Background: an optimization exercise with open tools, aiming at small area, a short achievable clock period and few clock cycles per item. Do not read the settings as production practice. At most, simulation tests tie the RTL to the original design; equivalence was not proved.

## cordic_core
module cordic_core (
    input  wire        clk,
    input  wire        rst,
    input  wire        start,
    input  wire [15:0] angle,
    output wire [15:0] sin_out,
    output wire [15:0] cos_out,
    output reg         busy
);
Settings: LEC_CHECK=0, ABC_AREA=1, CAP_MARGIN=20, CORE_MARGIN=2, CORE_UTILIZATION=40, CTS_BUF_LIST=sky130_fd_sc_hd__clkbuf_8, SETUP_SLACK_MARGIN=1.5, SLEW_MARGIN=20; clock period 5.0 ns.
standard.sh (not shown) runs the stock make flow with config.mk's settings and CLKGATE_MAP_FILE= SYNTH_SCRIPT=/design/flow/synth_recipe.tcl, a recipe that flattens the netlist after the stock synthesis.
==> flow/flow/run.sh <==
#!/bin/bash
set -o pipefail
export BUFFER_PORTS_ARGS="-buffer_cell sky130_fd_sc_hd__buf_1"
export CTS_ARGS="-sink_clustering_enable -repair_clock_nets -buf_list sky130_fd_sc_hd__clkbuf_8 -dont_use_dummy_load"
cat standard.sh > standard.sh.copy.log
bash standard.sh > standard.log 2>&1
Testbench counts at the start, summed over its fixed seeds: cycles 62,408, items 4,800.
Then changed:
==> flow/flow/run.sh (replaced) <==
#!/bin/bash
set -o pipefail
export BUFFER_PORTS_ARGS="-buffer_cell sky130_fd_sc_hd__buf_1"
cat standard.sh > standard.sh.copy.log
bash standard.sh > standard.log 2>&1
--- a/flow/config.mk
+++ b/flow/config.mk
@@ -9,5 +9,5 @@
 export CAP_MARGIN = 20
 export CORE_MARGIN = 2
-export CORE_UTILIZATION = 40
+export CORE_UTILIZATION = 30
 export CTS_BUF_LIST = sky130_fd_sc_hd__clkbuf_8
 export SETUP_SLACK_MARGIN = 1.5
=> The new run finished with timing, DRC and antenna clean; non-clock buffer count stays the same; wire length went up by 2.2%; die area grows by 32%; clock skew fell by 5.4 ps; synthesized cell count does not change; utilization drops by 10 points; via count came out lower by 1.0%; design area went up by 3.6%; worst hold slack gets better by 8.0 ps; setup slack is better by 16 ps.
Then changed:
--- a/flow/config.mk
+++ b/flow/config.mk
@@ -7,8 +7,8 @@
 export LEC_CHECK = 0
 export ABC_AREA = 1
-export CAP_MARGIN = 20
+export CAP_MARGIN = 5
 export CORE_MARGIN = 2
-export CORE_UTILIZATION = 30
+export CORE_UTILIZATION = 40
 export CTS_BUF_LIST = sky130_fd_sc_hd__clkbuf_8
 export SETUP_SLACK_MARGIN = 1.5
-export SLEW_MARGIN = 20
+export SLEW_MARGIN = 5
=> Cell area went down by a few percent. Clock skew is lower by 3.5 ps. Clock-buffer cell count stays the same. Fmax went up slightly. Sequential share of layout area increases by 0.52 points. Worst setup slack gets better by 17 ps.
Then changed:
--- a/flow/config.mk
+++ b/flow/config.mk
@@ -7,8 +7,8 @@
 export LEC_CHECK = 0
 export ABC_AREA = 1
-export CAP_MARGIN = 5
+export CAP_MARGIN = 20
 export CORE_MARGIN = 2
-export CORE_UTILIZATION = 40
+export CORE_UTILIZATION = 50
 export CTS_BUF_LIST = sky130_fd_sc_hd__clkbuf_8
 export SETUP_SLACK_MARGIN = 1.5
-export SLEW_MARGIN = 5
+export SLEW_MARGIN = 20
Wire length increases by about 3%; design area climbs by 1.3%; global-route usage grows by 6.5 points; final cell count drops by about 1.3%; count of clock-buffer cells in the layout is unchanged; setup slack is better by 5.2 ps; via count rises by 0.70%.

onyx:
cordic_core again, from the RTL that the note above started with.
clock: 5.0 ns
lec_check: 0
abc_area: 1
cap_margin: 20
core_margin: 2
core_utilization: 40
cts_buf_list: sky130_fd_sc_hd__clkbuf_8
setup_slack_margin: 1.25
slew_margin: 20
==> flow/flow/run.sh <==
#!/bin/bash
set -o pipefail
export BUFFER_PORTS_ARGS="-buffer_cell sky130_fd_sc_hd__buf_1"
cat standard.sh > standard.sh.copy.log
bash standard.sh > standard.log 2>&1
Testbench counts of onyx, summed over its fixed seeds: cycles 62,408, items 4,800.
Changes in lagoon relative to onyx:
Settings: SETUP_SLACK_MARGIN: 1.25 -> 1.5.
diff --git a/flow/flow/run.sh b/flow/flow/run.sh
--- a/flow/flow/run.sh
+++ b/flow/flow/run.sh
@@ -3,0 +4 @@
+export RECOVER_POWER=100
==> comparison <==
lagoon | stages: all done | timing, DRC, antenna: all pass
Comparing onyx and lagoon, the higher worst slack on hold paths is on lagoon.
Measured against each other, onyx and lagoon differ in post-route minimum period, the lower figure coming from onyx.
Sequential cell area share: lagoon vs onyx — no meaningful difference
Diff onyx -> lagoon: clock skew has remained practically unchanged, share of the clock period used by the worst path has increased.

Another version of the RTL of cordic_core (not shown whole).
For scale: about 58 flip-flops, about 52 I/O pins.
make LEC_CHECK=0 ABC_AREA=1 CAP_MARGIN=20 CORE_MARGIN=2 CORE_UTILIZATION=40 CTS_BUF_LIST=sky130_fd_sc_hd__clkbuf_8 SETUP_SLACK_MARGIN=1.5 SLEW_MARGIN=20 finish   # period 5.0 ns
run.sh (not shown) runs the stock make flow with config.mk's settings and CLKGATE_MAP_FILE= SYNTH_SCRIPT=/design/flow/synth_recipe.tcl, a recipe that flattens the netlist after the stock synthesis.
Stock flow here: none of the scripts above is used.
The baseline went through all stages and came out clean.
Testbench counts at the start, summed over its fixed seeds: cycles 62,408, items 4,800.
Change:
- ABC_AREA: 1 -> 0
Final area grows by a little under a tenth.
Non-clock buffer count grows by 74.
Register-to-register slack loses 0.94 ns.
Change:
==> flow/flow/run.sh (new file) <==
#!/bin/bash
set -o pipefail
export BUFFER_PORTS_ARGS="-buffer_cell sky130_fd_sc_hd__buf_1"
cat standard.sh > standard.sh.copy.log
bash standard.sh > standard.log 2>&1
==> flow/standard.sh (new file) <==
#!/bin/bash
# synth_recipe.tcl (not shown) runs the flow's synth.tcl, then flattens the netlist and writes it again
# the make line also repeats each setting of config.mk as NAME=value (left out here)
make -C /OpenROAD-flow-scripts/flow DESIGN_CONFIG=/design/flow/config.mk WORK_HOME=/design/flow/orfs CLKGATE_MAP_FILE= SYNTH_SCRIPT=/design/flow/synth_recipe.tcl "${@:-finish}"
- ABC_AREA: 0 -> 1
removed: flow/run.sh
Final cell count came out higher by about a fifth; global-route usage rose by 0.24 points; worst hold slack got worse by 0.070 ns; critical path depth goes up by 4; sequential share of layout area rose by 1.8 points; routed wire length is higher by a few percent; clock skew is about the same; setup slack gains 0.97 ns.

The RTL this note starts from:
==> flow/design.v <==
module cordic_core (
    input  wire        clk,
    input  wire        rst,
    input  wire        start,
    input  wire [15:0] angle,
    output wire [15:0] sin_out,
    output wire [15:0] cos_out,
    output reg         busy
);
    reg  [15:0] u, v;        
    reg  [12:0] z;           
    reg  [3:0]  j;           
    reg  [3:0]  ju;          
    reg         pu, pv;      
    reg         lpu, lpv;    
    reg         dv;          
    reg         cu0, cu1;    
    reg         cv0, cv1;    
    assign sin_out = u;
    assign cos_out = v;
    wire acc = start & ~busy;
    wire [13:0] th = angle[13:0];
    wire        d1 = th[13];
    wire        d2 = d1 ? (th >= 14'd13028) : (th >= 14'd3356);
    reg  [15:0] x3, y3;
    reg  [12:0] c3;          
    always @(*) begin
        case ({d1, d2})
            2'b00: begin x3 = 16'd16170; y3 = 16'd1245;  c3 = 13'd801;  end
            2'b01: begin x3 = 16'd13682; y3 = 16'd8707;  c3 = 13'd5911; end
            2'b10: begin x3 = 16'd8707;  y3 = 16'd13682; c3 = 13'd2281; end
            default: begin x3 = 16'd1245; y3 = 16'd16170; c3 = 13'd7391; end
        endcase
    end
    wire [15:0] uini = (angle[14] ? x3 : y3) ^ {16{angle[15]}};
    wire [15:0] vini = (angle[14] ? y3 : x3) ^ {16{angle[15] ^ angle[14]}};
    wire [12:0] at =
        (j == 4'd0)  ? 13'd1297 :
        (j == 4'd1)  ? 13'd651 :
        (j == 4'd2)  ? 13'd326 :
        (j == 4'd3)  ? 13'd163 :
        (j == 4'd4)  ? 13'd81 :
        (j == 4'd5)  ? 13'd41 :
        (j == 4'd6)  ? 13'd20 :
        (j == 4'd7)  ? 13'd10 :
        (j == 4'd8)  ? 13'd5 :
        (j == 4'd9)  ? 13'd3 :
        (j == 4'd10) ? 13'd1 :
        (j == 4'd11) ? 13'd1 : 13'd0;
    wire        d    = ~z[12];                  
    wire        zsub = ~busy | d;
    wire [12:0] za   = busy ? z : angle[12:0];
    wire [12:0] zb   = (busy ? at : c3) ^ {13{zsub}};
    wire [12:0] znxt;
    zadd ZADD (.a(za), .b(zb), .c(zsub), .y(znxt));
    wire        du   = d;                       
    wire        subu = du ^ ~pv;
    wire        subv = dv ^ pu;
    wire        mu   = busy ? ~du : v[15];
    wire        mv   = busy ? dv : u[15];
    wire        fixu = lpu & subu;
    wire        fixv = lpv & subv;
    wire        ciu  = du ? cu1 : cu0;          
    wire        civ  = dv ? cv1 : cv0;          
    wire        fu   = fixu ? ~du : v[15];
    wire        fv   = fixv ? dv : u[15];
    wire [12:0] sv1 = j[0] ? {fu, v[15:4]} : v[15:3];
    wire [12:0] sv2 = j[1] ? {{2{fu}}, sv1[12:2]} : sv1;
    wire [12:0] sv3 = j[2] ? {{4{fu}}, sv2[12:4]} : sv2;
    wire [12:0] sv4 = j[3] ? {{8{fu}}, sv3[12:8]} : sv3;
    wire [12:0] su1 = ju[0] ? {fv, u[15:4]} : u[15:3];
    wire [12:0] su2 = ju[1] ? {{2{fv}}, su1[12:2]} : su1;
    wire [12:0] su3 = ju[2] ? {{4{fv}}, su2[12:4]} : su2;
    wire [12:0] su4 = ju[3] ? {{8{fv}}, su3[12:8]} : su3;
    wire [15:0] opu = ({{3{fu}}, sv4} ^ {16{mu}}) ^ {14'd0, fixu, 1'b0};
    wire [15:0] opv = ({{3{fv}}, su4} ^ {16{mv}}) ^ {14'd0, fixv, 1'b0};
    wire [15:0] unxt, vnxt;
    uvadd UADD (.a(u), .b(opu), .c(ciu), .y(unxt));
    uvadd VADD (.a(v), .b(opv), .c(civ), .y(vnxt));
    wire lastn = busy & (j == 4'd10);           
    wire busyn = acc | (busy & (j != 4'd11));
    wire pun   = busy ? pu : angle[15];
    wire pvn   = busy ? pv : angle[15] ^ angle[14];
    wire ku    = ~pvn ^ (lastn & pun);           
    wire kv    = pun ^ (lastn & pvn);            
    always @(posedge clk or posedge rst) begin
        if (rst)
            busy <= 1'b0;
        else
            busy <= busyn;
    end
    always @(posedge clk) begin
        j   <= busy ? j + 4'd1 : (acc ? 4'd0 : 4'd12);
        ju  <= busy ? ju + 4'd1 : (acc ? 4'd0 : 4'd12);
        lpu <= lastn & pu;
        lpv <= lastn & pv;
        z   <= znxt;
        pu  <= pun;
        pv  <= pvn;
        dv  <= ~znxt[12];
        cu0 <= busyn & ku;
        cu1 <= busyn & ~ku;
        cv0 <= busyn & kv;
        cv1 <= busyn & ~kv;
        u <= acc ? uini : unxt;
        v <= acc ? vini : vnxt;
    end
endmodule
module uvadd(input [15:0] a, input [15:0] b, input c, output [15:0] y);
  assign y = a + b + {15'd0, c};
endmodule
module zadd(input [12:0] a, input [12:0] b, input c, output [12:0] y);
  assign y = a + b + {12'd0, c};
endmodule
clock: 5.0 ns
lec_check: 0
cap_margin: 20
core_margin: 2
core_utilization: 40
slew_margin: 20
Stock flow here: none of the scripts above is used.
The starting point finished with timing, DRC and antenna clean.
Then changed:
==> flow/flow/run.sh (new file) <==
#!/bin/bash
set -o pipefail
export BUFFER_PORTS_ARGS="-buffer_cell sky130_fd_sc_hd__buf_1"
cat standard.sh > standard.sh.copy.log
bash standard.sh > standard.log 2>&1
==> flow/standard.sh (new file) <==
#!/bin/bash
# synth_recipe.tcl (not shown) runs the flow's synth.tcl, then flattens the netlist and writes it again
# the make line also repeats each setting of config.mk as NAME=value (left out here)
make -C /OpenROAD-flow-scripts/flow DESIGN_CONFIG=/design/flow/config.mk WORK_HOME=/design/flow/orfs CLKGATE_MAP_FILE= SYNTH_SCRIPT=/design/flow/synth_recipe.tcl "${@:-finish}"
- ABC_AREA: default -> 1
- CORE_UTILIZATION: 40 -> 60
- CTS_BUF_LIST: default -> sky130_fd_sc_hd__clkbuf_8
- SETUP_SLACK_MARGIN: default -> 1.5
removed: flow/run.sh
Routed wire length rises by 15%.
Sequential share of layout area rises by 0.39 points.
Worst setup slack is better by 1.2 ns.
Utilization rises by 19 points.
Final cell count rises by 27%.
Synthesized area rises by 7.4%.
Final area falls by 0.66%.
Then changed:
- CORE_UTILIZATION: 60 -> 40
The new run went through all stages and came out clean.
Clock-buffer cell count went up by 1.
Global-route usage decreases by 9.1 points.
Wire length came out higher by a little under a tenth.
Worst setup slack gets better by 0.10 ns.
Design area grows slightly.
Core utilization fell by 22 points.
Area after synthesis is unchanged.
Worst hold slack stays flat.
No functional check of the RTL was part of any run of this note.

cordic_core, a different RTL version from the one above (not shown whole).
Size in the first run: ~67 flip-flops, about 7300 sq um of cells after synthesis.
// cordic_core
module cordic_core (
    input  wire        clk,
    input  wire        rst,
    input  wire        start,
    input  wire [15:0] angle,
    output wire [15:0] sin_out,
    output wire [15:0] cos_out,
    output reg         busy
);
    reg  [15:0] u, v;        
    reg  [12:0] z;           
    reg  [3:0]  i;           
    reg  [3:0]  iu;          
    reg  [1:0]  q;           
    assign sin_out = u;
    assign cos_out = v;
    wire acc  = start & ~busy;
    wire swp  = q[0];           
    wire pu   = q[1];           
    wire pv   = q[1] ^ q[0];    
    wire last = (i == 4'd14);
    wire [13:0] th = angle[13:0];
    reg d1;
    reg d2;
    always @(*) begin
        d1 = (th >= 14'd8192);
        case ({d1})
            1'b0: d2 = (th >= 14'd3356);
            1'b1: d2 = (th >= 14'd13028);
            default: d2 = 1'b0;
        endcase
    end
    reg [15:0] x0, y0;
    reg [12:0] c0;
    always @(*) begin
        case ({d1,d2})
            2'b00: begin x0 = 16'd16170; y0 = 16'd1245; c0 = 13'd801; end
            2'b01: begin x0 = 16'd13682; y0 = 16'd8707; c0 = 13'd5911; end
            2'b10: begin x0 = 16'd8707; y0 = 16'd13682; c0 = 13'd2281; end
            2'b11: begin x0 = 16'd1245; y0 = 16'd16170; c0 = 13'd7391; end
            default: begin x0 = 16'd0; y0 = 16'd0; c0 = 13'd0; end
        endcase
    end
    wire [15:0] uini = (angle[14] ? x0 : y0) ^ {16{angle[15]}};
    wire [15:0] vini = (angle[14] ? y0 : x0) ^ {16{angle[15] ^ angle[14]}};
    reg [12:0] at;
    always @(*) begin
        case (i)
            4'd3: at = 13'd1297;
            4'd4: at = 13'd651;
            4'd5: at = 13'd326;
            4'd6: at = 13'd163;
            4'd7: at = 13'd81;
            4'd8: at = 13'd41;
            4'd9: at = 13'd20;
            4'd10: at = 13'd10;
            4'd11: at = 13'd5;
            4'd12: at = 13'd3;
            4'd13: at = 13'd1;
            4'd14: at = 13'd1;
            default: at = 13'd0;
        endcase
    end
    wire        d    = ~z[12];
    wire        zsub = busy ? d : 1'b1;
    wire [12:0] za   = busy ? z : angle[12:0];
    wire [12:0] zb   = busy ? at : c0;
    wire [12:0] znxt = za + (zb ^ {13{zsub}}) + {12'd0, zsub};
    wire [15:0] su   = $signed(u) >>> iu;
    wire [15:0] sv   = $signed(v) >>> i;
    wire        subu = ~(swp ^ d) ^ pu;
    wire        subv = (swp ^ d) ^ pv;
    wire [15:0] opu0 = sv ^ {16{pv ^ subu}};
  ...
make LEC_CHECK=0 ABC_AREA=1 CAP_MARGIN=20 CORE_MARGIN=2 CORE_UTILIZATION=40 CTS_BUF_LIST=sky130_fd_sc_hd__clkbuf_8 SETUP_SLACK_MARGIN=2.1 SLEW_MARGIN=20 finish   # period 5.0 ns
Stock flow here: none of the scripts above is used.
The baseline produced a clean layout.
==> next run, changes <==
--- a/flow/config.mk
+++ b/flow/config.mk
@@ -12,3 +12,3 @@
 export CTS_BUF_LIST = sky130_fd_sc_hd__clkbuf_8
-export SETUP_SLACK_MARGIN = 2.1
+export SETUP_SLACK_MARGIN = 1.5
 export SLEW_MARGIN = 20
Via count decreases by 5.8%.
Global-route usage decreases by 1.6 points.
No run of this note included a check of the RTL's function; only the layout flow was run.

[static timing again, ports no longer ideal]
In the flow no input, the clock included, has a driving cell. The finished layouts below were timed again as built, in two steps. Step 1 sets driving cells, clkbuf_16 on the clock port and buf_2 on the other inputs (assumed; they add their load-dependent delay and slew). Step 2 moves the port delays by t, midway between the first and last clock arrival at a register: inputs arrive t later, outputs are due t later. That takes back most of the time a late clock gives input paths. Three values: ideal ports, drivers, drivers and shift; two values: the first two.
run	t (ns)	slack for setup (ns)	hold slack, ns
the first run of note 1	0.397	1.667 / 1.667 / 1.397	0.434 / 0.417 / 0.524
the second run of note 1	0.410	1.683 / 1.683 / 1.397	0.442 / 0.425 / 0.530
the third run of note 1	0.402	1.700 / 1.700 / 1.410	0.434 / 0.418 / 0.522
the fourth run of note 1	0.408	1.705 / 1.705 / 1.358	0.420 / 0.404 / 0.523
onyx	0.411	1.542 / 1.542 / 1.245	0.427 / 0.410 / 0.514
lagoon	0.404	1.031 / 1.031 / 1.031	0.431 / 0.415 / 0.522
the first run of note 3	0.401	1.636 / 1.639 / 1.243	0.561 / 0.561 / 0.561
the second run of note 3	0.414	0.696 / 0.696 / 0.696	0.511 / 0.511 / 0.511
the third run of note 3	0.393	1.670 / 1.670 / 1.375	0.441 / 0.433 / 0.555
the first run of note 4	0.381	0.413 / 0.413 / 0.130	0.548 / 0.548 / 0.548
the second run of note 4	0.402	1.587 / 1.587 / 1.374	0.448 / 0.431 / 0.559
the third run of note 4	0.402	1.690 / 1.707 / 1.305	0.448 / 0.431 / 0.550
the first run of note 5	0.418	2.093 / 2.093 / 1.724	0.491 / 0.491 / 0.491
the second run of note 5	0.410	1.684 / 1.689 / 1.279	0.503 / 0.503 / 0.503
After both steps setup and hold are still met in every run listed. For the second run of note 5, which loses most, drivers alone change the setup slack by +0.005 ns; drivers and shift together by -0.405 ns.
